What follows belongs to an exercise in optimizing a design on an open flow for small area and few clock cycles per item; a production flow would make more cautious choices.
In this exercise RTL edits were held to simulation tests only and were not proved equivalent to the original.
In runs 3 and 4 the design's own scripts or RTL, not TritonCTS, make the clock network.
The clock port is modelled as an ideal driver, which makes a skipped or thinned clock tree look cheaper than it is; a real chip needs a root buffer or a tree.

[design.v]
`timescale 1ns / 1ps
module scrambler
 #(parameter WIDTH = 24)
  (input  [6:0]       lfsr,
   output [WIDTH-1:0] fb);
  genvar i;
  generate
    for (i = 0; i < WIDTH; i = i + 1) begin : gen_feedback
      if (i < 4)
        xor2 u_fb(.a(lfsr[i+3]), .b(lfsr[i]), .y(fb[i]));
      else if (i < 7)
        xor2 u_fb(.a(lfsr[i]), .b(fb[i-4]), .y(fb[i]));
      else
        xor2 u_fb(.a(fb[i-7]), .b(fb[i-4]), .y(fb[i]));
    end
  endgenerate
endmodule
`timescale 1ns / 1ps
module encoder
  (input  [23:0] data,
   input  [5:0]  history,
   input         sh,
   input         st,
   input         sf,
   input         shn,
   input         stn,
   output [47:0] coded);
  wire [29:0] op = {data, history};
  wire [29:0] a;
  wire [29:0] b;
  wire [23:0] g0;
  wire [23:0] g1;
  xor2 u_a3 (.a(op[3]), .b(op[1]), .y(a[3]));
  xor2 u_a4 (.a(op[4]), .b(op[2]), .y(a[4]));
  xor2 u_a5 (.a(op[5]), .b(op[3]), .y(a[5]));
  xor2 u_a6 (.a(op[6]), .b(op[4]), .y(a[6]));
  xor2 u_a7 (.a(op[7]), .b(op[5]), .y(a[7]));
  xor2 u_a8 (.a(op[8]), .b(op[6]), .y(a[8]));
  xor2 u_a9 (.a(op[9]), .b(op[7]), .y(a[9]));
  xor2 u_a10 (.a(op[10]), .b(op[8]), .y(a[10]));
  xor2 u_a11 (.a(op[11]), .b(op[9]), .y(a[11]));
  xor2 u_a12 (.a(op[12]), .b(op[10]), .y(a[12]));
  xor2 u_a13 (.a(op[13]), .b(op[11]), .y(a[13]));
  xor2 u_a14 (.a(op[14]), .b(op[12]), .y(a[14]));
  xor2 u_a15 (.a(op[15]), .b(op[13]), .y(a[15]));
  xor2 u_a16 (.a(op[16]), .b(op[14]), .y(a[16]));
  xor2 u_a17 (.a(op[17]), .b(op[15]), .y(a[17]));
  xor2 u_a18 (.a(op[18]), .b(op[16]), .y(a[18]));
  xor2 u_a19 (.a(op[19]), .b(op[17]), .y(a[19]));
  xor2 u_a20 (.a(op[20]), .b(op[18]), .y(a[20]));
  xor2 u_a21 (.a(op[21]), .b(op[19]), .y(a[21]));
  xor2 u_a22 (.a(op[22]), .b(op[20]), .y(a[22]));
  xor2 u_a23 (.a(op[23]), .b(op[21]), .y(a[23]));
  xor2 u_a24 (.a(op[24]), .b(op[22]), .y(a[24]));
  xor2 u_a25 (.a(op[25]), .b(op[23]), .y(a[25]));
  xor2 u_a26 (.a(op[26]), .b(op[24]), .y(a[26]));
  xor2 u_a27 (.a(op[27]), .b(op[25]), .y(a[27]));
  xor2 u_a28 (.a(op[28]), .b(op[26]), .y(a[28]));
  xor2 u_a29 (.a(op[29]), .b(op[27]), .y(a[29]));
  assign a[2:0] = 3'b000;
  xor2 u_b6 (.a(a[6]), .b(op[0]), .y(b[6]));
  xor2 u_b7 (.a(a[7]), .b(op[1]), .y(b[7]));
  xor2 u_b8 (.a(a[8]), .b(op[2]), .y(b[8]));
  xor2 u_b9 (.a(a[9]), .b(op[3]), .y(b[9]));
  xor2 u_b10 (.a(a[10]), .b(op[4]), .y(b[10]));
  xor2 u_b11 (.a(a[11]), .b(op[5]), .y(b[11]));
  xor2 u_b12 (.a(a[12]), .b(op[6]), .y(b[12]));
  xor2 u_b13 (.a(a[13]), .b(op[7]), .y(b[13]));
  xor2 u_b14 (.a(a[14]), .b(op[8]), .y(b[14]));
  xor2 u_b15 (.a(a[15]), .b(op[9]), .y(b[15]));
  xor2 u_b16 (.a(a[16]), .b(op[10]), .y(b[16]));
  xor2 u_b17 (.a(a[17]), .b(op[11]), .y(b[17]));
  xor2 u_b18 (.a(a[18]), .b(op[12]), .y(b[18]));
  xor2 u_b19 (.a(a[19]), .b(op[13]), .y(b[19]));
  xor2 u_b20 (.a(a[20]), .b(op[14]), .y(b[20]));
  xor2 u_b21 (.a(a[21]), .b(op[15]), .y(b[21]));
  xor2 u_b22 (.a(a[22]), .b(op[16]), .y(b[22]));
  xor2 u_b23 (.a(a[23]), .b(op[17]), .y(b[23]));
  xor2 u_b24 (.a(a[24]), .b(op[18]), .y(b[24]));
  xor2 u_b25 (.a(a[25]), .b(op[19]), .y(b[25]));
  xor2 u_b26 (.a(a[26]), .b(op[20]), .y(b[26]));
  xor2 u_b27 (.a(a[27]), .b(op[21]), .y(b[27]));
  xor2 u_b28 (.a(a[28]), .b(op[22]), .y(b[28]));
  xor2 u_b29 (.a(a[29]), .b(op[23]), .y(b[29]));
  assign b[5:0] = 6'b000000;
  xor2 u_g0_0 (.a(b[6]), .b(a[3]), .y(g0[0]));
  xor2 u_g1_0 (.a(b[6]), .b(a[5]), .y(g1[0]));
  xor2 u_g0_1 (.a(b[7]), .b(a[4]), .y(g0[1]));
  xnor2 u_g1_1 (.a(b[7]), .b(a[6]), .y(g1[1]));
  xnor2 u_g0_2 (.a(b[8]), .b(a[5]), .y(g0[2]));
  xnor2 u_g1_2 (.a(b[8]), .b(a[7]), .y(g1[2]));
  xnor2 u_g0_3 (.a(b[9]), .b(a[6]), .y(g0[3]));
  xnor2 u_g1_3 (.a(b[9]), .b(a[8]), .y(g1[3]));
  xnor2 u_g0_4 (.a(b[10]), .b(a[7]), .y(g0[4]));
  xnor2 u_g1_4 (.a(b[10]), .b(a[9]), .y(g1[4]));
  xnor2 u_g0_5 (.a(b[11]), .b(a[8]), .y(g0[5]));
  xnor2 u_g1_5 (.a(b[11]), .b(a[10]), .y(g1[5]));
  xnor2 u_g0_6 (.a(b[12]), .b(a[9]), .y(g0[6]));
  xnor2 u_g1_6 (.a(b[12]), .b(a[11]), .y(g1[6]));
  xnor2 u_g0_7 (.a(b[13]), .b(a[10]), .y(g0[7]));
  xnor2 u_g1_7 (.a(b[13]), .b(a[12]), .y(g1[7]));
  xnor2 u_g0_8 (.a(b[14]), .b(a[11]), .y(g0[8]));
  xnor2 u_g1_8 (.a(b[14]), .b(a[13]), .y(g1[8]));
  xnor2 u_g0_9 (.a(b[15]), .b(a[12]), .y(g0[9]));
  xnor2 u_g1_9 (.a(b[15]), .b(a[14]), .y(g1[9]));
  xnor2 u_g0_10 (.a(b[16]), .b(a[13]), .y(g0[10]));
  xnor2 u_g1_10 (.a(b[16]), .b(a[15]), .y(g1[10]));
  xnor2 u_g0_11 (.a(b[17]), .b(a[14]), .y(g0[11]));
  xnor2 u_g1_11 (.a(b[17]), .b(a[16]), .y(g1[11]));
  xnor2 u_g0_12 (.a(b[18]), .b(a[15]), .y(g0[12]));
  xnor2 u_g1_12 (.a(b[18]), .b(a[17]), .y(g1[12]));
  xnor2 u_g0_13 (.a(b[19]), .b(a[16]), .y(g0[13]));
  xnor2 u_g1_13 (.a(b[19]), .b(a[18]), .y(g1[13]));
  xnor2 u_g0_14 (.a(b[20]), .b(a[17]), .y(g0[14]));
  xnor2 u_g1_14 (.a(b[20]), .b(a[19]), .y(g1[14]));
  xnor2 u_g0_15 (.a(b[21]), .b(a[18]), .y(g0[15]));
  xnor2 u_g1_15 (.a(b[21]), .b(a[20]), .y(g1[15]));
  xnor2 u_g0_16 (.a(b[22]), .b(a[19]), .y(g0[16]));
  xnor2 u_g1_16 (.a(b[22]), .b(a[21]), .y(g1[16]));
  xnor2 u_g0_17 (.a(b[23]), .b(a[20]), .y(g0[17]));
  xnor2 u_g1_17 (.a(b[23]), .b(a[22]), .y(g1[17]));
  xnor2 u_g0_18 (.a(b[24]), .b(a[21]), .y(g0[18]));
  xnor2 u_g1_18 (.a(b[24]), .b(a[23]), .y(g1[18]));
  xnor2 u_g0_19 (.a(b[25]), .b(a[22]), .y(g0[19]));
  xnor2 u_g1_19 (.a(b[25]), .b(a[24]), .y(g1[19]));
  xnor2 u_g0_20 (.a(b[26]), .b(a[23]), .y(g0[20]));
  xnor2 u_g1_20 (.a(b[26]), .b(a[25]), .y(g1[20]));
  xnor2 u_g0_21 (.a(b[27]), .b(a[24]), .y(g0[21]));
  xnor2 u_g1_21 (.a(b[27]), .b(a[26]), .y(g1[21]));
  xnor2 u_g0_22 (.a(b[28]), .b(a[25]), .y(g0[22]));
  xnor2 u_g1_22 (.a(b[28]), .b(a[27]), .y(g1[22]));
  xnor2 u_g0_23 (.a(b[29]), .b(a[26]), .y(g0[23]));
  xnor2 u_g1_23 (.a(b[29]), .b(a[28]), .y(g1[23]));
  assign coded[0] = g0[0];
  assign coded[1] = g1[0];
  assign coded[2] = g0[1];
  aoi222 u_o3 (.a0(g1[1]), .b0(sh), .a1(g0[2]), .b1(st), .a2(g1[2]), .b2(sf), .y(coded[3]));
  aoi222 u_o4 (.a0(g0[2]), .b0(sh), .a1(g1[2]), .b1(st), .a2(g0[3]), .b2(sf), .y(coded[4]));
  aoi222 u_o5 (.a0(g1[2]), .b0(sh), .a1(g0[3]), .b1(st), .a2(g1[3]), .b2(sf), .y(coded[5]));
  mux2i u_o6 (.a0(g0[4]), .a1(g0[3]), .s(sh), .y(coded[6]));
  aoi222 u_o7 (.a0(g1[3]), .b0(sh), .a1(g1[4]), .b1(st), .a2(g1[5]), .b2(sf), .y(coded[7]));
  aoi222 u_o8 (.a0(g0[4]), .b0(sh), .a1(g0[5]), .b1(st), .a2(g0[6]), .b2(sf), .y(coded[8]));
  aoi222 u_o9 (.a0(g1[4]), .b0(sh), .a1(g0[6]), .b1(st), .a2(g1[6]), .b2(sf), .y(coded[9]));
  aoi222 u_o10 (.a0(g0[5]), .b0(sh), .a1(g1[6]), .b1(st), .a2(g0[7]), .b2(sf), .y(coded[10]));
  aoi222 u_o11 (.a0(g1[5]), .b0(sh), .a1(g0[7]), .b1(st), .a2(g1[8]), .b2(sf), .y(coded[11]));
  aoi222 u_o12 (.a0(g0[6]), .b0(sh), .a1(g0[8]), .b1(st), .a2(g0[9]), .b2(sf), .y(coded[12]));
  aoi222 u_o13 (.a0(g1[6]), .b0(sh), .a1(g1[8]), .b1(st), .a2(g1[9]), .b2(sf), .y(coded[13]));
  aoi222 u_o14 (.a0(g0[7]), .b0(sh), .a1(g0[9]), .b1(st), .a2(g0[10]), .b2(sf), .y(coded[14]));
  aoi222 u_o15 (.a0(g1[7]), .b0(sh), .a1(g0[10]), .b1(st), .a2(g1[11]), .b2(sf), .y(coded[15]));
  aoi222 u_o16 (.a0(g0[8]), .b0(sh), .a1(g1[10]), .b1(st), .a2(g0[12]), .b2(sf), .y(coded[16]));
  aoi222 u_o17 (.a0(g1[8]), .b0(sh), .a1(g0[11]), .b1(st), .a2(g1[12]), .b2(sf), .y(coded[17]));
  aoi222 u_o18 (.a0(g0[9]), .b0(sh), .a1(g0[12]), .b1(st), .a2(g0[13]), .b2(sf), .y(coded[18]));
  aoi222 u_o19 (.a0(g1[9]), .b0(sh), .a1(g1[12]), .b1(st), .a2(g1[14]), .b2(sf), .y(coded[19]));
  aoi222 u_o20 (.a0(g0[10]), .b0(sh), .a1(g0[13]), .b1(st), .a2(g0[15]), .b2(sf), .y(coded[20]));
  aoi222 u_o21 (.a0(g1[10]), .b0(sh), .a1(g0[14]), .b1(st), .a2(g1[15]), .b2(sf), .y(coded[21]));
  aoi222 u_o22 (.a0(g0[11]), .b0(sh), .a1(g1[14]), .b1(st), .a2(g0[16]), .b2(sf), .y(coded[22]));
  aoi222 u_o23 (.a0(g1[11]), .b0(sh), .a1(g0[15]), .b1(st), .a2(g1[17]), .b2(sf), .y(coded[23]));
  aoi222 u_o24 (.a0(g0[12]), .b0(sh), .a1(g0[16]), .b1(st), .a2(g0[18]), .b2(sf), .y(coded[24]));
  aoi222 u_o25 (.a0(g1[12]), .b0(sh), .a1(g1[16]), .b1(st), .a2(g1[18]), .b2(sf), .y(coded[25]));
  aoi222 u_o26 (.a0(g0[13]), .b0(sh), .a1(g0[17]), .b1(st), .a2(g0[19]), .b2(sf), .y(coded[26]));
  aoi222 u_o27 (.a0(g1[13]), .b0(sh), .a1(g0[18]), .b1(st), .a2(g1[20]), .b2(sf), .y(coded[27]));
  aoi222 u_o28 (.a0(g0[14]), .b0(sh), .a1(g1[18]), .b1(st), .a2(g0[21]), .b2(sf), .y(coded[28]));
  aoi222 u_o29 (.a0(g1[14]), .b0(sh), .a1(g0[19]), .b1(st), .a2(g1[21]), .b2(sf), .y(coded[29]));
  aoi222 u_o30 (.a0(g0[15]), .b0(sh), .a1(g0[20]), .b1(st), .a2(g0[22]), .b2(sf), .y(coded[30]));
  aoi222 u_o31 (.a0(g1[15]), .b0(sh), .a1(g1[20]), .b1(st), .a2(g1[23]), .b2(sf), .y(coded[31]));
  oai22 u_o32 (.a0(g0[16]), .b0(shn), .a1(g0[21]), .b1(stn), .y(coded[32]));
  oai22 u_o33 (.a0(g1[16]), .b0(shn), .a1(g0[22]), .b1(stn), .y(coded[33]));
  oai22 u_o34 (.a0(g0[17]), .b0(shn), .a1(g1[22]), .b1(stn), .y(coded[34]));
  oai22 u_o35 (.a0(g1[17]), .b0(shn), .a1(g0[23]), .b1(stn), .y(coded[35]));
  nor2 u_o36 (.a(g0[18]), .b(shn), .y(coded[36]));
  nor2 u_o37 (.a(g1[18]), .b(shn), .y(coded[37]));
  nor2 u_o38 (.a(g0[19]), .b(shn), .y(coded[38]));
  nor2 u_o39 (.a(g1[19]), .b(shn), .y(coded[39]));
  nor2 u_o40 (.a(g0[20]), .b(shn), .y(coded[40]));
  nor2 u_o41 (.a(g1[20]), .b(shn), .y(coded[41]));
  nor2 u_o42 (.a(g0[21]), .b(shn), .y(coded[42]));
  nor2 u_o43 (.a(g1[21]), .b(shn), .y(coded[43]));
  nor2 u_o44 (.a(g0[22]), .b(shn), .y(coded[44]));
  nor2 u_o45 (.a(g1[22]), .b(shn), .y(coded[45]));
  nor2 u_o46 (.a(g0[23]), .b(shn), .y(coded[46]));
  nor2 u_o47 (.a(g1[23]), .b(shn), .y(coded[47]));
endmodule
module xor2 (input a, input b, output y);
  assign y = a ^ b;
endmodule
module xnor2 (input a, input b, output y);
  assign y = ~(a ^ b);
endmodule
module nor2 (input a, input b, output y);
  assign y = ~(a | b);
endmodule
module inv (input a, output y);
  assign y = ~a;
endmodule
module and2 (input a, input b, output y);
  assign y = a & b;
endmodule
module nor3 (input a, input b, input c, output y);
  assign y = ~(a | b | c);
endmodule
module nand2 (input a, input b, output y);
  assign y = ~(a & b);
endmodule
module oai22 (input a0, input b0, input a1, input b1, output y);
  assign y = ~((a0 | b0) & (a1 | b1));
endmodule
module aoi222 (input a0, input b0, input a1, input b1, input a2, input b2, output y);
  assign y = ~((a0 & b0) | (a1 & b1) | (a2 & b2));
endmodule
module mux2i (input a0, input a1, input s, output y);
  assign y = ~(s ? a1 : a0);
endmodule
`timescale 1ns / 1ps
module system
  #(parameter WIDTH = 24)
   (input aclk,
    input aresetn,
    input [WIDTH-1:0] s_axis_tdata,
    input s_axis_tvalid,
    output s_axis_tready,
    input s_axis_tlast,
    input [3:0] s_axis_tuser,
    output [2*WIDTH-1:0] m_axis_tdata,
    output m_axis_tvalid,
    input m_axis_tready,
    output m_axis_tlast,
    output [3:0] m_axis_tuser);
    localparam SEED = 7'b1011101;
    localparam [WIDTH-1:0] INV = {{7{1'b1}}, {(WIDTH-7){1'b0}}};
    reg [6:0]       lfsr;      
    reg [WIDTH-1:0] sdata;     
    reg [3:0]       tuser;
    reg             tlast;
    reg             tvalid;
    reg [5:0]       history;   
    wire [WIDTH-1:0] fb;
    scrambler #(.WIDTH(WIDTH)) scrambler_i(.lfsr(lfsr), .fb(fb));
    wire [WIDTH-1:0] smask;
    assign smask[WIDTH-8:0] = sdata[WIDTH-8:0];
    genvar i;
    generate
      for (i = WIDTH-7; i < WIDTH; i = i + 1) begin : gen_mask
        nor2 u_mask(.a(sdata[i]), .b(tlast), .y(smask[i]));
      end
    endgenerate
    assign s_axis_tready = m_axis_tready;
    wire accept = s_axis_tvalid & s_axis_tready;
    wire rst = ~aresetn;
    wire [6:0] lfsr_m, lfsr_d;
    wire tlast_m, tlast_d, tvalid_m, tvalid_d;
    generate
      for (i = 0; i < 7; i = i + 1) begin : gen_lfsr
        mux2i u_m(.a0(lfsr[i]), .a1(fb[WIDTH-7+i]), .s(accept), .y(lfsr_m[i]));
        if (SEED[i])
          nand2 u_r(.a(lfsr_m[i]), .b(aresetn), .y(lfsr_d[i]));
        else
          nor2 u_r(.a(lfsr_m[i]), .b(rst), .y(lfsr_d[i]));
      end
    endgenerate
    mux2i u_tlast_m(.a0(tlast), .a1(s_axis_tlast), .s(accept), .y(tlast_m));
    nand2 u_tlast_r(.a(tlast_m), .b(aresetn), .y(tlast_d));
    mux2i u_tvalid_m(.a0(tvalid), .a1(s_axis_tvalid), .s(m_axis_tready), .y(tvalid_m));
    nor2 u_tvalid_r(.a(tvalid_m), .b(rst), .y(tvalid_d));
    always @(posedge aclk) begin
      lfsr   <= lfsr_d;
      tlast  <= tlast_d;
      tvalid <= tvalid_d;
    end
    always @(posedge aclk)
      if (accept) begin
        sdata   <= s_axis_tdata ^ fb ^ INV;
        tuser   <= s_axis_tuser;
        history <= smask[WIDTH-1:WIDTH-6];
      end
    wire r34, r23, r12, r23n, r12n;
    and2        u_r34 (.a(tuser[0]), .b(tuser[1]), .y(r34));
    wire        hi_zero;
    nor3        u_hiz (.a(tuser[1]), .b(tuser[2]), .c(tuser[3]), .y(hi_zero));
    and2        u_r23 (.a(tuser[0]), .b(hi_zero), .y(r23));
    inv         u_r23n(.a(r23), .y(r23n));
    nor2        u_r12 (.a(r34), .b(r23), .y(r12));
    inv         u_r12n(.a(r12), .y(r12n));
    encoder encoder_i(
        .data(smask),
        .history(history),
        .sh(r12),
        .st(r23),
        .sf(r34),
        .shn(r12n),
        .stn(r23n),
        .coded(m_axis_tdata)
    );
    assign m_axis_tvalid = tvalid;
    assign m_axis_tlast  = tlast;
    assign m_axis_tuser  = tuser;
endmodule
[flow/run.sh]
#!/bin/bash
# The standard layout (the standard.sh, unchanged) with these settings:
# - the port buffers that buffer_ports inserts are the smallest buffer,
#   sky130_fd_sc_hd__buf_1, instead of the cell it picks by default;
# - clock tree synthesis uses sky130_fd_sc_hd__clkbuf_8 and inserts no dummy
#   loads;
# - flow/post_cts.tcl, run at the end of the CTS step, removes the H-tree's
#   root buffer so the clock port drives the (four) leaf clock buffers
#   directly. Every register still gets its clock through one leaf buffer.
# ORFS's own logs are in orfs/logs/; make's output is in standard.log.
set -euo pipefail
export BUFFER_PORTS_ARGS="-buffer_cell sky130_fd_sc_hd__buf_1"
export CTS_ARGS="-sink_clustering_enable -repair_clock_nets -dont_use_dummy_load -buf_list sky130_fd_sc_hd__clkbuf_8"
export POST_CTS_TCL="$PWD/flow/post_cts.tcl"
bash standard.sh > standard.log 2>&1
[flow/post_cts.tcl]
set block [ord::get_db_block]
set clk_net [$block findNet aclk]
set roots {}
foreach it [$clk_net getITerms] {
  set inst [$it getInst]
  if {[string match "sky130_fd_sc_hd__clkbuf_*" [[$inst getMaster] getName]]} {
    lappend roots $inst
  }
}
puts "post_cts: clock port drives [llength [$clk_net getITerms]] pins"
if {[llength $roots] == 1 && [llength [$clk_net getITerms]] == 1} {
  set root [lindex $roots 0]
  set out_net [[$root findITerm X] getNet]
  set leaves {}
  foreach it [$out_net getITerms] {
    if {[$it getInst] ne $root && [$it isInputSignal]} { lappend leaves $it }
  }
  set leaf_buffers 1
  foreach it $leaves {
    if {![string match "sky130_fd_sc_hd__clkbuf_*" [[[$it getInst] getMaster] getName]]} {
      set leaf_buffers 0
    }
  }
  if {[llength $leaves] <= 4 && $leaf_buffers} {
    puts "post_cts: removing root buffer [$root getName], port now drives [llength $leaves] leaf buffers"
    foreach it $leaves {
      $it disconnect
      $it connect $clk_net
    }
    odb::dbInst_destroy $root
    odb::dbNet_destroy $out_net
  } else {
    puts "post_cts: root buffer kept"
  }
}

proc clk_slew_max {} {
  set mx 0
  foreach p [get_pins -hierarchical */CLK] {
    set s [get_property $p slew_max]
    if {$s > $mx} { set mx $s }
  }
  return $mx
}

detailed_placement
check_placement -verbose
estimate_parasitics -placement
puts "post_cts: final clock-pin slew [clk_slew_max]"
report_worst_slack -max
report_worst_slack -min
[standard.sh]
#!/bin/bash
# synth_recipe.tcl (not shown) runs the flow's synth.tcl, then flattens the netlist and writes it again
# the make line also repeats each setting of config.mk as NAME=value (left out here)
make -C /OpenROAD-flow-scripts/flow DESIGN_CONFIG=/design/flow/config.mk WORK_HOME=/design/flow/orfs CLKGATE_MAP_FILE= SYNTH_SCRIPT=/design/flow/synth_recipe.tcl "${@:-finish}"
[config.mk]
export PLATFORM = sky130hd
export DESIGN_NAME = system
export DESIGN_NICKNAME = system
export VERILOG_FILES = /design/flow/design.v
export SDC_FILE = /design/flow/constraint.sdc
export NUM_CORES = 4
export LEC_CHECK = 0
export CAP_MARGIN = 20
export CORE_MARGIN = 2
export CORE_UTILIZATION = 40
export SLEW_MARGIN = 20
export SYNTH_HIERARCHICAL = 1
export SYNTH_MINIMUM_KEEP_SIZE = 0
[constraint.sdc]
create_clock -name core_clock -period 4.0 [get_ports {aclk}]
set_input_delay 0.8000 -clock core_clock [delete_from_list [all_inputs] [get_ports {aclk}]]
set_output_delay 0.8000 -clock core_clock [all_outputs]
set_load 0.01 [all_outputs]
==> impl_metrics.csv, run 1 <==
group,metric,value,unit
cells_and_area,fillers,733,
cells_and_area,utilization,48.73,%
detailed_routing,first_pass_iters,10,
worst_setup_path,crit_chain,"nor2_1 -> xor2_1 -> xor2_1 -> xnor2_1 -> a222oi_1 -> buf_1",
floorplanning,row_count,31,
logic_synthesis,ys_seq_area_share,39.09,%
logic_synthesis,syn_inst,272,
detailed_routing,final_antenna_net_count,0,
timing,finalCritPeriodShare,78.14,%
grt,grt_pass1_wl,11.62,mm
logic_synthesis,synth_area_per_cell,11.30,µm²
worst_setup_path,crit_path_start_kind,"flip-flop",
detailed_routing,wl_per_cell,15.73,µm
timing,final_max_slew_viol_count,0,
grt,grt_pass1_vias,2340,
logic_synthesis,synth_top_area_share,33.22,%
worst_setup_path,cp_slowest_stage_delay,0.43,ns
logic_synthesis,synth_top_area_cell,"edfxtp_1",
logic_synthesis,synth.area.top_cells,"edfxtp_1 33%, xor2_1 27%, xnor2_1 15%",
cells_and_area,drive_gt1_share,2.486,%
logic_synthesis,yosys_warnings,7,
grt,grt_overflow,0,
logic_synthesis,synth_fa_ha_area_share,0,%
floorplanning,coreArea,7331,µm²
grt,grt_max_degree,43,
grt,grt_usage,17.23,%
worst_setup_path,r2r_cells,7,
worst_setup_path,regToRegEndpoint,"sdata[20]",
timing,setup_viol,0,
worst_setup_path,worstPathArrival,2.33,ns
placement,dp_hpwl,5.909,mm
worst_hold_path,min_to,"tvalid",
floorplanning,initial_core_util,41.92,%
floorplanning,ios,88,
run,cap_violations,0,
logic_synthesis,ys_seq_elements,43,
worst_setup_path,cp.required,3.20,ns
detailed_routing,vias_per_cell,5.184,
timing,min_period,3.126,ns
timing,max_slew_margin,35.06,%
timing,fin_tns_setup,0,ns
detailed_routing,drcViolationCount,0,
floorplanning,fp.dieH,91.65,µm
timing,rsz0062_at_grt,"false",
logic_synthesis,yosys.area_share.simple,4.479,%
timing,finClkSkew,0.02148,ns
worst_setup_path,ff2ff_setup_slack,0.91,ns
worst_setup_path,crit_type,"flip-flop to output pin",
logic_synthesis,syn_area,3073,µm²
logic_synthesis,synth_compound_gate_area_share,9.935,%
placement,gp_congestion,0.8636,
grt,antenna_found_initial,0,
detailed_routing,num_vias,2390,
detailed_routing,drt-total-wl,7.251,mm
worst_setup_path,worstSetupEndpointType,"output pin",
logic_synthesis,synthXorXnorAreaFrac,41.90,%
placement,portBuffers,87,
timing,finalHoldViolations,0,
worst_setup_path,critPathSlowestCell,"xor2_1",
worst_setup_path,crit_path_frequent_cell,"xor2_1",
logic_synthesis,synth_nets,305,
logic_synthesis,synth_cell_types,13,
logic_synthesis,synthMuxAreaShare,3.257,%
worst_hold_path,holdCritPathClass,"flip-flop to flip-flop",
cells_and_area,diodes,0,
floorplanning,dieArea,8400,µm²
worst_hold_path,hold_start,"tvalid",
status,status,"no timing/DRC/antenna violations",
timing,fmax,319.9,MHz
detailed_routing,drtIter0Drc,159,
worst_setup_path,rr_startpoint,"lfsr[3]",
cells_and_area,nets,397,
cells_and_area,synthToLayoutAreaGrowth,16.25,%
logic_synthesis,synth_top_family_by_area,"XOR/XNOR gates",
clocking,clk_pin_slew,0.08,ns
clocking,clock_latency,0.14,ns
worst_setup_path,path_max_fanout,9,
worst_hold_path,hold_depth,2,
timing,tightestPinTransition,0.9740,ns
clocking,cts.sinks,43,
floorplanning,die-width,91.65,µm
==> area by class of cell <==
| class | instances | area [µm²] | share of cell area, % |
|---|---|---|---|
| multi-input combinational | 222 | 1832 | 51.28 |
| clock buffer | 4 | 55.05 | 1.541 |
| inverter | 3 | 11.26 | 0.3152 |
| timing repair buffer | 90 | 349.1 | 9.772 |
| sequential | 43 | 1201 | 33.63 |
| tap | 99 | 123.9 | 3.468 |
==> how the worst max path moves through the flow <==
stage               startpoint                to  depth (start not counted)
floorplan             tuser[0]  m_axis_tdata[32]                          4
global placement       lfsr[3]         sdata[20]                          7
detailed placement     lfsr[3]         sdata[20]                          7
global route           lfsr[3]         sdata[20]                          7
finish                   tlast  m_axis_tdata[26]                          6
==> Yosys stat by module (local to each module, per instance), excerpt <==
| module | flip-flops and latches | times used | cells |
|---|---|---|---|
| oai22 | 0 | 4 | 1 |
| nor2 | 0 | 23 | 1 |
| encoder | 0 | 1 | 3 |
| xor2 | 0 | 78 | 1 |
| nor3 | 0 | 1 | 1 |
| system | 43 | 1 | 70 |
| inv | 0 | 2 | 1 |
| aoi222 | 0 | 28 | 1 |
| nand2 | 0 | 6 | 1 |
| mux2i | 0 | 10 | 1 |
| and2 | 0 | 2 | 1 |
| xnor2 | 0 | 45 | 1 |
==> Yosys cell counts (all sizes together) <==
master and instances:
mux2i 10, nor3 1, edfxtp 34, xor2 95, o22ai 4, a222oi 28
buf 4, nor2 23, inv 3, nand2 6, and2 3, xnor2 52
dfxtp 9
==> cell usage in the layout (no fill, tap or decap) <==
cell type / n
dfxtp_1: 9
and2_2: 1
edfxtp_1: 34
xor2_1: 95
xnor2_1: 52
buf_1: 87
buf_4: 3
clkbuf_8: 4
inv_1: 3
nand2_1: 6
and2_1: 2
nor2_1: 23
nor3_2: 1
o22ai_1: 4
mux2i_1: 10
a222oi_1: 28
==> metrics by stage <==
stage	instances	hold slack, ns	worst slack [ns]	cell area (µm²)
6_report	461	0.5087	0.8744	3572
5_1_grt	461	0.5542	0.7186	3572
3_5_place_dp	457	0.4947	0.9170	3517
3_3_place_gp	457	0.4756	0.9146	3517
2_1_floorplan	272	0.4618	0.5586	3073
==> critical path, delay by kind of cell (launching register included) <==
family / cells / cell delay [ns]
xor+xnor: 3 / 0.89
flops: 1 / 0.42
simple gates: 1 / 0.36
compound gates: 1 / 0.33
buf+inv: 1 / 0.20
==> cells by family after synthesis <==
family                 Yosys count
multiplexers                    10
AO/OA/AOI/OAI                   32
buffers and inverters            7
XOR/XNOR                       147
AND/OR/NAND/NOR                 33
flip-flops                      43
==> routing by layer <==
metal | vias up | share of wire [%] | GRT usage [%]
li1 | 1164 | - | -
met1 | 1118 | 44 | 22.74
met2 | 102 | 49 | 29.78
met3 | 6 | 5.8 | 2.712
met4 | 0 | 0.99 | 3.788
met5 | - | 0 | 0
==> registers in the layout (all words and copies together), names as in the netlist <==
signal	count
sdata	24
lfsr	7
history	6
tuser	4
tlast	1
tvalid	1
Testbench counts, summed over its fixed seeds: cycles 12,472, items 12,464.
==> inputs of run 2 (changes only) <==
--- a/config.mk
+++ b/config.mk
@@ -9,3 +9,3 @@
 export CORE_MARGIN = 2
-export CORE_UTILIZATION = 40
+export CORE_UTILIZATION = 60
 export SLEW_MARGIN = 20
==> run 2 against run 1 <==
Net effect:
- area after synthesis is the same
- clock skew decreased by 0.0098 ns
- routed wire length is 8.2% lower
- first-iteration DRC count up 54%
- critical endpoint is now m_axis_tdata[23]
- final area shrank 1.0%
- critical path depth is the same
- worst hold slack got worse by 0.013 ns
- die area down 32%
- largest cell class unchanged
- sequential share of layout area grew 0.35 points
==> impl_metrics.csv, run 2 <==
group,metric,value,unit
placement,placed_area,3481,µm²
cells_and_area,largest_reg_flops,24,
floorplanning,ios,88,
logic_synthesis,syn_inst,272,
cells_and_area,fillers,444,
logic_synthesis,synth_top_area_cell,"edfxtp_1",
logic_synthesis,syn_area,3073,µm²
worst_hold_path,holdCritPathClass,"flip-flop to flip-flop",
cells_and_area,nets,397,
logic_synthesis,synth.area.top_cells,"edfxtp_1 33%, xor2_1 27%, xnor2_1 15%",
cells_and_area,final_cell_mix,"95 x xor2_1, 87 x buf_1, 52 x xnor2_1",
floorplanning,row_count,26,
timing,fin_ws,0.9616,ns
run,cap_violations,0,
grt,grt_pass1_vias,1971,
floorplanning,fp.dieH,75.57,µm
logic_synthesis,postSynth.asyncResetShare,0,%
detailed_routing,drtIter0Drc,245,
cells_and_area,layout_commonest_cell,"xor2_1",
cells_and_area,utilization,70.58,%
status,status,"no timing/DRC/antenna violations",
logic_synthesis,ys_top_cells_by_count,"95 x xor2_1, 52 x xnor2_1, 34 x edfxtp_1",
floorplanning,initial_core_util,61.34,%
cells_and_area,top_regs,"sdata x24, lfsr x7, history x6",
detailed_routing,vias_per_cell,5.431,
grt,antenna_found_initial,0,
worst_setup_path,path_max_fanout,9,
timing,final_max_slew_viol_count,0,
worst_setup_path,crit_type,"flip-flop to output pin",
logic_synthesis,yosys_warnings,7,
timing,max_slew_margin,35.11,%
clocking,clk_pin_slew,0.07,ns
cells_and_area,diodes,0,
detailed_routing,num_vias,2346,
detailed_routing,wl_per_cell,15.41,µm
logic_synthesis,synth.most_common_cell,"xor2_1",
placement,dp_slack,1.092,ns
placement,gp_congestion,0.8661,
grt,grt_max_degree,43,
grt,grt_usage,23.39,%
grt,grt_pass1_wl,9.853,mm
logic_synthesis,synth_ff_type,"edfxtp_1",
cells_and_area,final_cell_area,3536,µm²
logic_synthesis,synth_edf_count,34,
cells_and_area,synthToLayoutAreaGrowth,15.07,%
logic_synthesis,synth_area_per_cell,11.30,µm²
placement,dp_hpwl,5.360,mm
worst_setup_path,crit_path_start_kind,"flip-flop",
logic_synthesis,ys_seq_elements,43,
worst_setup_path,worstPathArrival,2.24,ns
timing,holdWs,0.4956,ns
logic_synthesis,synth_cell_types,13,
detailed_routing,drt-total-wl,6.657,mm
worst_setup_path,worstSetupEndpointType,"output pin",
timing,fmax,329.1,MHz
logic_synthesis,ys_seq_area_share,39.09,%
logic_synthesis,synth_nets,305,
timing,tightestPinTransition,0.9733,ns
cells_and_area,regMostFlops,"sdata",
floorplanning,die-width,75.57,µm
floorplanning,coreArea,5010,µm²
timing,rsz0062_at_grt,"false",
floorplanning,dieArea,5710,µm²
detailed_routing,drcViolationCount,0,
timing,setup_viol,0,
timing,finalCritPeriodShare,75.96,%
clocking,clock_latency,0.14,ns
grt,grt_overflow,0,
clocking,cts.sinks,43,
timing,min_period,3.038,ns
worst_setup_path,cp.required,3.20,ns
timing,finalHoldViolations,0,
logic_synthesis,synth_top_area_share,33.22,%
placement,portBuffers,87,
detailed_routing,final_antenna_net_count,0,
cells_and_area,drive_gt1_share,2.486,%
worst_setup_path,ff2ff_setup_slack,1.09,ns
timing,fin_tns_setup,0,ns
timing,finClkSkew,0.01173,ns
detailed_routing,first_pass_iters,8,
[run 2: layout make-up]
type / count / area [µm²] / share of cell area, %
flip-flops and latches: 43 / 1201 / 33.97
well taps: 70 / 87.58 / 2.477
multi-input cells: 222 / 1832 / 51.80
inverters: 3 / 11.26 / 0.3185
repair buffers: 90 / 349.1 / 9.873
clock buffers: 4 / 55.05 / 1.557
[run 2: kinds of logic after synthesis]
logic type	share of synthesized area, %
DFF	39.09
buffers and inverters	1.344
and+or+nand+nor	4.479
muxes	3.257
AOI/OAI and AO/OA	9.935
xor gates and xnor gates	41.90
[run 2: critical path, stage by stage (launching register included)]
cell	delay, ns
dfxtp_1	0.39
nor2_1	0.32
xor2_1	0.41
xor2_1	0.28
xnor2_1	0.13
a222oi_1	0.37
buf_1	0.20
[run 2: final timing paths]
| path | cells after the start | start | end |
|---|---|---|---|
| setup / recovery | 6 | tlast | m_axis_tdata[23] |
| hold / removal | 2 | tvalid | tvalid |
| setup reg to reg | 7 | lfsr[5] | sdata[22] |
| hold reg to reg | 2 | tvalid | tvalid |
[run 2: metal layers]
layer	GRT usage, %	share of wire, %	vias up
li1	-	-	1164
met4	4.678	0.83	0
met2	41.64	51	104
met3	3.175	5.8	3
met1	30.62	42	1075
met5	0	0	-
[run 2: through the flow]
step / instances
3_5_place_dp: 428
5_1_grt: 432
6_report: 432
3_3_place_gp: 428
2_1_floorplan: 272
[run 2: Yosys stat by module (local to each module, per instance), excerpt]
module  copies in the design  cells  area, µm²  flip-flops and latches
inv                        2      1      3.754                       0
oai22                      4      1      6.256                       0
nor3                       1      1      10.01                       0
and2                       2      1      6.256                       0
nand2                      6      1      3.754                       0
xor2                      78      1      8.758                       0
==> inputs of run 3 (changes only) <==
--- a/flow/run.sh
+++ b/flow/run.sh
@@ -6,5 +6,5 @@
 #   loads;
-# - flow/post_cts.tcl, run at the end of the CTS step, removes the H-tree's
-#   root buffer so the clock port drives the (four) leaf clock buffers
-#   directly. Every register still gets its clock through one leaf buffer.
+# - flow/post_cts.tcl, run at the end of the CTS step, replaces the H-tree
+#   with a one-level tree: three clkbuf_8, driven by the clock port, each
+#   clocking one group of nearby registers.
 # ORFS's own logs are in orfs/logs/; make's output is in standard.log.
@@ -13,2 +13,4 @@
 export CTS_ARGS="-sink_clustering_enable -repair_clock_nets -dont_use_dummy_load -buf_list sky130_fd_sc_hd__clkbuf_8"
+export CLOCK_BUFFER=sky130_fd_sc_hd__clkbuf_8
+export CLOCK_GROUPS=3
 export POST_CTS_TCL="$PWD/flow/post_cts.tcl"
==> flow/post_cts.tcl (replaced) <==
# Sourced by ORFS's CTS step (POST_CTS_TCL) after clock tree synthesis,
# timing repair and detailed placement, before 4_1_cts.odb is written.
#
# The design has few registers, so TritonCTS's H-tree (a root buffer and
# four leaf buffers) is more than it needs. Replace it with a one-level tree:
# CLOCK_GROUPS buffers of type CLOCK_BUFFER, all driven by the clock port,
# each driving the clock pins of one group of nearby registers. Every
# register gets its clock through exactly one buffer of the same type.
set block [ord::get_db_block]
set clk_net [$block findNet aclk]
set master [[ord::get_db] findMaster $::env(CLOCK_BUFFER)]

# Walk the tree from the port: collect clock buffers, their nets, and sinks.
set bufs {}
set nets {}
set sinks {}
set todo [list $clk_net]
while {[llength $todo]} {
  set net [lindex $todo 0]
  set todo [lrange $todo 1 end]
  foreach it [$net getITerms] {
    if {![$it isInputSignal] && [$it getIoType] ne "INPUT"} { continue }
    set inst [$it getInst]
    set m [[$inst getMaster] getName]
    if {[string match "sky130_fd_sc_hd__clkbuf_*" $m]} {
      lappend bufs $inst
      set out [[$inst findITerm X] getNet]
      lappend nets $out
      lappend todo $out
    } else {
      lappend sinks $it
    }
  }
}
puts "post_cts: tree has [llength $bufs] buffers and [llength $sinks] sinks"

# Split the registers into CLOCK_GROUPS groups by position (k-means on the
# clock-pin locations, started from an even split along x) and give each
# group one buffer at its centre.
set k $::env(CLOCK_GROUPS)
set pts {}
foreach it $sinks {
  set bb [[$it getInst] getBBox]
  lappend pts [list [expr {([$bb xMin] + [$bb xMax]) / 2}] [expr {([$bb yMin] + [$bb yMax]) / 2}] $it]
}
set pts [lsort -integer -index 0 $pts]
set n [llength $pts]
set cent {}
for {set g 0} {$g < $k} {incr g} {
  set p [lindex $pts [expr {int(($g + 0.5) * $n / $k)}]]
  lappend cent [list [lindex $p 0] [lindex $p 1]]
}
for {set iter 0} {$iter < 20} {incr iter} {
  set assign {}
  foreach p $pts {
    set best 0
    set bd 1e30
    for {set g 0} {$g < $k} {incr g} {
      set c [lindex $cent $g]
      set d [expr {abs([lindex $p 0] - [lindex $c 0]) + abs([lindex $p 1] - [lindex $c 1])}]
      if {$d < $bd} { set bd $d; set best $g }
    }
    lappend assign $best
  }
  set newc {}
  for {set g 0} {$g < $k} {incr g} {
    set sx 0; set sy 0; set m 0
    foreach p $pts a $assign {
      if {$a == $g} { set sx [expr {$sx + [lindex $p 0]}]; set sy [expr {$sy + [lindex $p 1]}]; incr m }
    }
    if {$m} { lappend newc [list [expr {$sx / $m}] [expr {$sy / $m}]] } else { lappend newc [lindex $cent $g] }
  }
  set cent $newc
}

foreach it $sinks { $it disconnect }
foreach inst $bufs { odb::dbInst_destroy $inst }
foreach net $nets { odb::dbNet_destroy $net }

for {set g 0} {$g < $k} {incr g} {
  set buf [odb::dbInst_create $block $master clkbuf_${g}_aclk]
  set leaf [odb::dbNet_create $block clknet_${g}_aclk]
  $leaf setSigType CLOCK
  [$buf findITerm A] connect $clk_net
  [$buf findITerm X] connect $leaf
  set m 0
  foreach p $pts a $assign {
    if {$a == $g} { [lindex $p 2] connect $leaf; incr m }
  }
  set c [lindex $cent $g]
  $buf setLocation [lindex $c 0] [lindex $c 1]
  $buf setPlacementStatus PLACED
  puts "post_cts: [$buf getName] drives $m registers"
}

detailed_placement
check_placement -verbose

proc clk_slew_max {} {
  set mx 0
  foreach p [get_pins -hierarchical */CLK] {
    set s [get_property $p slew_max]
    if {$s > $mx} { set mx $s }
  }
  return $mx
}
estimate_parasitics -placement
puts "post_cts: clock port drives [llength [$clk_net getITerms]] pins"
puts "post_cts: final clock-pin slew [clk_slew_max]"
report_worst_slack -max
report_worst_slack -min
--- a/config.mk
+++ b/config.mk
@@ -9,3 +9,4 @@
 export CORE_MARGIN = 2
-export CORE_UTILIZATION = 60
+export CORE_UTILIZATION = 40
+export GPL_TIMING_DRIVEN = 0
 export SLEW_MARGIN = 20
==> run 3 against run 2 <==
Net effect:
- cell count grew 7.2%
- routed wire length grew 3.2%
- largest cell class unchanged
- still clean on timing, DRC and antenna
==> impl_metrics.csv, run 3 <==
group,metric,value,unit
cells_and_area,final_cell_area,3607,µm²
worst_setup_path,cp-startpoint,"tuser[1]",
logic_synthesis,synth_nets,305,
worst_setup_path,rr_startpoint,"lfsr[3]",
clocking,cts.sinks,43,
placement,dp_hpwl,5.683,mm
cells_and_area,drive_gt1_share,3.297,%
grt,grt_pass1_vias,2308,
timing,setup_viol,0,
worst_setup_path,endpoint,"m_axis_tdata[32]",
timing,fmax,294.1,MHz
logic_synthesis,ys_seq_elements,43,
timing,max_slew_margin,34.55,%
detailed_routing,drcViolationCount,0,
timing,rsz0062_at_grt,"false",
floorplanning,fp.dieH,91.65,µm
detailed_routing,drt-total-wl,6.872,mm
floorplanning,initial_core_util,41.92,%
worst_setup_path,regToRegEndpoint,"sdata[23]",
logic_synthesis,syn_area,3073,µm²
timing,fin_tns_setup,0,ns
detailed_routing,wl_per_cell,14.84,µm
logic_synthesis,synth.most_common_cell,"xor2_1",
grt,grt_usage,16.47,%
worst_setup_path,worstPathArrival,2.60,ns
cells_and_area,ff_latch_area,1201,µm²
grt,grt_max_degree,31,
logic_synthesis,synth_top_area_share,33.22,%
cells_and_area,fillers,723,
floorplanning,die-width,91.65,µm
run,cap_violations,0,
clocking,clk_pin_slew,0.09,ns
grt,antenna_found_initial,0,
cells_and_area,diodes,0,
cells_and_area,largest_reg_flops,24,
timing,min_period,3.400,ns
logic_synthesis,ys_top_cells_by_count,"95 x xor2_1, 52 x xnor2_1, 34 x edfxtp_1",
worst_setup_path,ff2ff_setup_slack,1.04,ns
timing,finClkSkew,0.02390,ns
placement,portBuffers,87,
grt,grt_overflow,0,
clocking,clock_latency,0.15,ns
logic_synthesis,synth_ff_type,"edfxtp_1",
detailed_routing,num_vias,2353,
grt,grt_pass1_wl,11.12,mm
detailed_routing,final_antenna_net_count,0,
logic_synthesis,synth_area_per_cell,11.30,µm²
floorplanning,dieArea,8400,µm²
placement,gp_congestion,0.8142,
logic_synthesis,synth_edf_count,34,
cells_and_area,top_regs,"sdata x24, lfsr x7, history x6",
cells_and_area,multiInputGateArea,1834,µm²
floorplanning,ios,88,
logic_synthesis,synth_cell_types,13,
logic_synthesis,ys_seq_area_share,39.09,%
timing,finalCritPeriodShare,85.01,%
timing,holdWs,0.5012,ns
worst_setup_path,crit_type,"flip-flop to output pin",
timing,final_max_slew_viol_count,0,
cells_and_area,nets,399,
detailed_routing,vias_per_cell,5.082,
cells_and_area,layout_commonest_cell,"xor2_1",
logic_synthesis,synth.area.top_cells,"edfxtp_1 33%, xor2_1 27%, xnor2_1 15%",
logic_synthesis,postSynth.asyncResetShare,0,%
worst_setup_path,path_max_fanout,30,
cells_and_area,utilization,49.21,%
logic_synthesis,yosys_warnings,7,
placement,placed_area,3566,µm²
detailed_routing,first_pass_iters,9,
logic_synthesis,syn_inst,272,
detailed_routing,drtIter0Drc,159,
timing,tightestPinTransition,0.9817,ns
worst_setup_path,cp.required,3.20,ns
cells_and_area,final_cell_mix,"95 x xor2_1, 87 x buf_1, 52 x xnor2_1",
timing,finalHoldViolations,0,
floorplanning,row_count,31,
status,status,"no timing/DRC/antenna violations",
floorplanning,coreArea,7331,µm²
worst_hold_path,holdCritPathClass,"flip-flop to flip-flop",
worst_setup_path,worstSetupEndpointType,"output pin",
cells_and_area,regMostFlops,"sdata",
worst_setup_path,crit_path_start_kind,"flip-flop",
logic_synthesis,synth_top_area_cell,"edfxtp_1",
worst_setup_path,r2r_cells,7,
cells_and_area,synthToLayoutAreaGrowth,17.39,%
## run 3: worst min path at each step
stage / slack, ns / to / cells past startpoint / startpoint
global route: 0.52 / lfsr[2] / 2 / lfsr[2]
global placement: 0.48 / lfsr[0] / 2 / lfsr[0]
finish: 0.50 / lfsr[2] / 2 / lfsr[2]
floorplan: 0.46 / lfsr[0] / 2 / lfsr[0]
detailed placement: 0.49 / lfsr[2] / 2 / lfsr[2]
## run 3: area by class of cell
cell class | count | area share (%)
Timing Repair Buffer | 89 | 10.13
Sequential cell | 43 | 33.30
Tap cell | 99 | 3.434
Buffer | 7 | 1.977
Inverter | 3 | 0.3122
Multi-Input combinational cell | 222 | 50.85
## run 3: per-layer routing
layer	routed length (µm)	share of wire, %	up-vias	GRT usage (%)
li1	-	-	1165	-
met1	3018	44	1094	21.06
met2	3319	48	86	28.31
met3	412	6.0	8	2.876
met4	122	1.8	0	5.177
met5	0	0	-	0
## run 3: Yosys stat by module, one instance, submodules excluded, excerpt
module	times used	flops+latches	cell area (µm²)
mux2i	10	0	10.01
nor3	1	0	10.01
oai22	4	0	6.256
and2	2	0	6.256
nor2	23	0	3.754
system	1	43	1429
nand2	6	0	3.754
encoder	1	0	22.52
aoi222	28	0	10.01
xor2	78	0	8.758
inv	2	0	3.754
xnor2	45	0	8.758
## run 3: cells by family after synthesis
group,after synthesis,synth area share (%)
XOR/XNOR,147,41.90
flip-flops,43,39.09
AND/OR/NAND/NOR,33,4.479
AO/OA/AOI/OAI,32,9.935
multiplexers,10,3.257
buffers and inverters,7,1.344
## run 3: per-stage QoR
step | worst slack [ns] | cells
2_1_floorplan | 0.5586 | 272
3_3_place_gp | 0.04798 | 458
3_5_place_dp | 0.8013 | 460
5_1_grt | 0.3445 | 463
6_report | 0.5996 | 463
## run 3: critical path: stages, from the launching register on
cell,delay [ns]
edfxtp_1,0.43
nor3_2,0.16
and2_1,0.79
nor2_2,0.19
buf_6,0.23
inv_1,0.33
o22ai_1,0.16
buf_1,0.15
==> inputs of run 4 (changes only) <==
--- a/config.mk
+++ b/config.mk
@@ -10,3 +10,2 @@
 export CORE_UTILIZATION = 40
-export GPL_TIMING_DRIVEN = 0
 export SLEW_MARGIN = 20
==> run 4 against run 3 <==
Net effect:
- still clean
- worst hold slack better by 0.013 ns
- die area did not move
- critical path depth fell by 1
- largest cell class unchanged
==> impl_metrics.csv, run 4 <==
group,metric,value,unit
worst_setup_path,critPathBufInv,1,
timing,setup_viol,0,
cells_and_area,drive_gt1_share,2.216,%
logic_synthesis,yosys_warnings,7,
worst_setup_path,endpoint,"m_axis_tdata[26]",
cells_and_area,nets,396,
logic_synthesis,synth_edf_count,34,
floorplanning,row_count,31,
floorplanning,fp.dieH,91.65,µm
logic_synthesis,synth_top_area_cell,"edfxtp_1",
worst_setup_path,critPathSlowestCell,"dfxtp_1",
logic_synthesis,postSynth.asyncResetShare,0,%
grt,grt_usage,17.21,%
logic_synthesis,synth.area.top_cells,"edfxtp_1 33%, xor2_1 27%, xnor2_1 15%",
detailed_routing,drtIter0Drc,183,
clocking,cts.sinks,43,
timing,rsz0062_at_grt,"false",
grt,grt_overflow,0,
logic_synthesis,ys_top_cells_by_count,"95 x xor2_1, 52 x xnor2_1, 34 x edfxtp_1",
placement,dp_hpwl,5.909,mm
timing,tightestPinTransition,0.9598,ns
worst_setup_path,crit_path_frequent_cell,"xor2_1",
clocking,clk_pin_slew,0.11,ns
logic_synthesis,synth_cell_types,13,
worst_setup_path,crit_cells,6,
cells_and_area,largest_reg_flops,24,
cells_and_area,fillers,731,
worst_setup_path,cp_slowest_stage_delay,0.42,ns
floorplanning,die-width,91.65,µm
grt,grt_pass1_wl,11.58,mm
timing,finalHoldViolations,0,
floorplanning,dieArea,8400,µm²
logic_synthesis,syn_inst,272,
detailed_routing,first_pass_iters,8,
grt,grt_max_degree,43,
logic_synthesis,synth_ff_type,"edfxtp_1",
detailed_routing,vias_per_cell,5.137,
timing,finalCritPeriodShare,78.99,%
worst_setup_path,path_max_fanout,9,
timing,final_max_slew_viol_count,0,
timing,finClkSkew,0.03183,ns
timing,fmax,316.5,MHz
status,status,"no timing/DRC/antenna violations",
detailed_routing,wl_per_cell,15.78,µm
worst_setup_path,worstPathArrival,2.36,ns
logic_synthesis,synth_area_per_cell,11.30,µm²
floorplanning,initial_core_util,41.92,%
worst_setup_path,crit_chain,"nor2_1 -> xor2_1 -> xor2_1 -> xnor2_1 -> a222oi_1 -> buf_1",
logic_synthesis,synth_nets,305,
logic_synthesis,ys_seq_area_share,39.09,%
cells_and_area,layout_commonest_cell,"xor2_1",
placement,placed_area,3517,µm²
worst_setup_path,r2r_cells,7,
detailed_routing,drt-total-wl,7.258,mm
worst_setup_path,worstSetupEndpointType,"output pin",
timing,max_slew_margin,36.01,%
cells_and_area,regMostFlops,"sdata",
clocking,clock_latency,0.17,ns
detailed_routing,num_vias,2363,
timing,min_period,3.160,ns
cells_and_area,final_cell_area,3558,µm²
detailed_routing,drcViolationCount,0,
worst_setup_path,crit_path_start_kind,"flip-flop",
placement,portBuffers,87,
logic_synthesis,syn_area,3073,µm²
floorplanning,ios,88,
worst_setup_path,regToRegEndpoint,"sdata[20]",
grt,antenna_found_initial,0,
detailed_routing,final_antenna_net_count,0,
worst_hold_path,holdCritPathClass,"flip-flop to flip-flop",
cells_and_area,final_cell_mix,"95 x xor2_1, 87 x buf_1, 52 x xnor2_1",
cells_and_area,synthToLayoutAreaGrowth,15.80,%
grt,grt_pass1_vias,2336,
placement,gp_congestion,0.8636,
cells_and_area,diodes,0,
logic_synthesis,ys_seq_elements,43,
worst_setup_path,critical_path.top_delay_family,"XOR/XNOR gates",
cells_and_area,top_regs,"sdata x24, lfsr x7, history x6",
worst_setup_path,ff2ff_setup_slack,0.90,ns
worst_setup_path,cp-startpoint,"tlast",
logic_synthesis,synth.most_common_cell,"xor2_1",
floorplanning,coreArea,7331,µm²
worst_setup_path,cp.required,3.20,ns
logic_synthesis,synth_top_area_share,33.22,%
run,cap_violations,0,
worst_setup_path,rr_startpoint,"lfsr[3]",
timing,fin_tns_setup,0,ns
worst_setup_path,crit_type,"flip-flop to output pin",
run 4: Yosys stat by module (local to each module, per instance), excerpt:
| module | cells | times used |
|---|---|---|
| and2 | 1 | 2 |
| aoi222 | 1 | 28 |
| encoder | 3 | 1 |
| inv | 1 | 2 |
| mux2i | 1 | 10 |
| nand2 | 1 | 6 |
| nor2 | 1 | 23 |
| nor3 | 1 | 1 |
| oai22 | 1 | 4 |
| system | 70 | 1 |
| xnor2 | 1 | 45 |
| xor2 | 1 | 78 |
run 4: cell families (layout without fill, tap and decap cells):
group	after synthesis	after routing	share of synthesized area (%)
xor gates and xnor gates	147	147	41.90
buffers and inverters	7	96	1.344
muxes	10	10	3.257
AOI/OAI and AO/OA	32	32	9.935
DFF	43	43	39.09
and+or+nand+nor	33	33	4.479
run 4: per-stage QoR:
step / utilization (%) / instances / hold slack (ns) / setup WS, ns
6_report: 48.54 / 460 / 0.5138 / 0.8404
5_1_grt: 48.54 / 460 / 0.5528 / 0.6820
3_5_place_dp: 47.98 / 457 / 0.4947 / 0.9170
3_3_place_gp: 47.98 / 457 / 0.4756 / 0.9146
2_1_floorplan: - / 272 / 0.4618 / 0.5586
run 4: final cells by class:
type / instances / area [µm²] / area share (%)
inverters: 3 / 11.26 / 0.3165
well taps: 99 / 123.9 / 3.481
plain buffers: 3 / 41.29 / 1.160
flip-flops and latches: 43 / 1201 / 33.76
multi-input cells: 222 / 1832 / 51.48
repair buffers: 90 / 349.1 / 9.810
run 4: routing by layer:
metal | GRT usage, % | wire length, µm | up-vias
met2 | 29.72 | 3559 | 100
met1 | 22.74 | 3171 | 1093
met4 | 3.788 | 69 | 0
li1 | - | - | 1163
met3 | 2.712 | 457 | 7
met5 | 0 | 0 | -
run 4: how the worst min path moves through the flow:
stage	slack (ns)	from	endpoint	cells past startpoint
final	0.51	tvalid	tvalid	2
after floorplan	0.46	lfsr[0]	lfsr[0]	2
after global placement	0.48	lfsr[2]	lfsr[2]	2
after detailed placement	0.49	tvalid	tvalid	2
after global routing	0.55	sdata[22]	history[4]	1
run 4: worst reg2reg max path, cell delays in order (launching register included):
cell and delay (ns):
dfxtp_1 0.40, xor2_1 0.36, xor2_1 0.39, xor2_1 0.43, xor2_1 0.41, xor2_1 0.47, xor2_1 0.26, xnor2_1 0.13

port drivers added, routing unchanged:
The results above use ideal ports. As a check the final layouts listed here were re-extracted and re-timed, cells and wires unchanged.
Step 1, drivers: a clkbuf_16 drives aclk and a buf_2 each remaining input, both assumed.
Step 2 also shifts input and output timing later by t, the mid clock arrival at the registers, as if the neighbouring blocks saw the same clock.
Slacks: no drivers / after step 1 / after step 2; pairs: no drivers / after step 1.
run	t, ns	setup slack, ns	latest minus earliest clock arrival (ns)	worst register clock-pin slew, ns
run 1	0.178	0.874 / 0.826 / 0.913	0.022 / 0.021	0.08 / 0.08
run 2	0.186	0.962 / 0.907 / 1.091	0.012 / 0.012	0.08 / 0.08
run 3	0.192	0.600 / 0.550 / 0.742	0.024 / 0.025	0.10 / 0.10
run 4	0.194	0.840 / 0.797 / 0.901	0.032 / 0.032	0.11 / 0.11
After both steps every run listed still meets setup and hold.
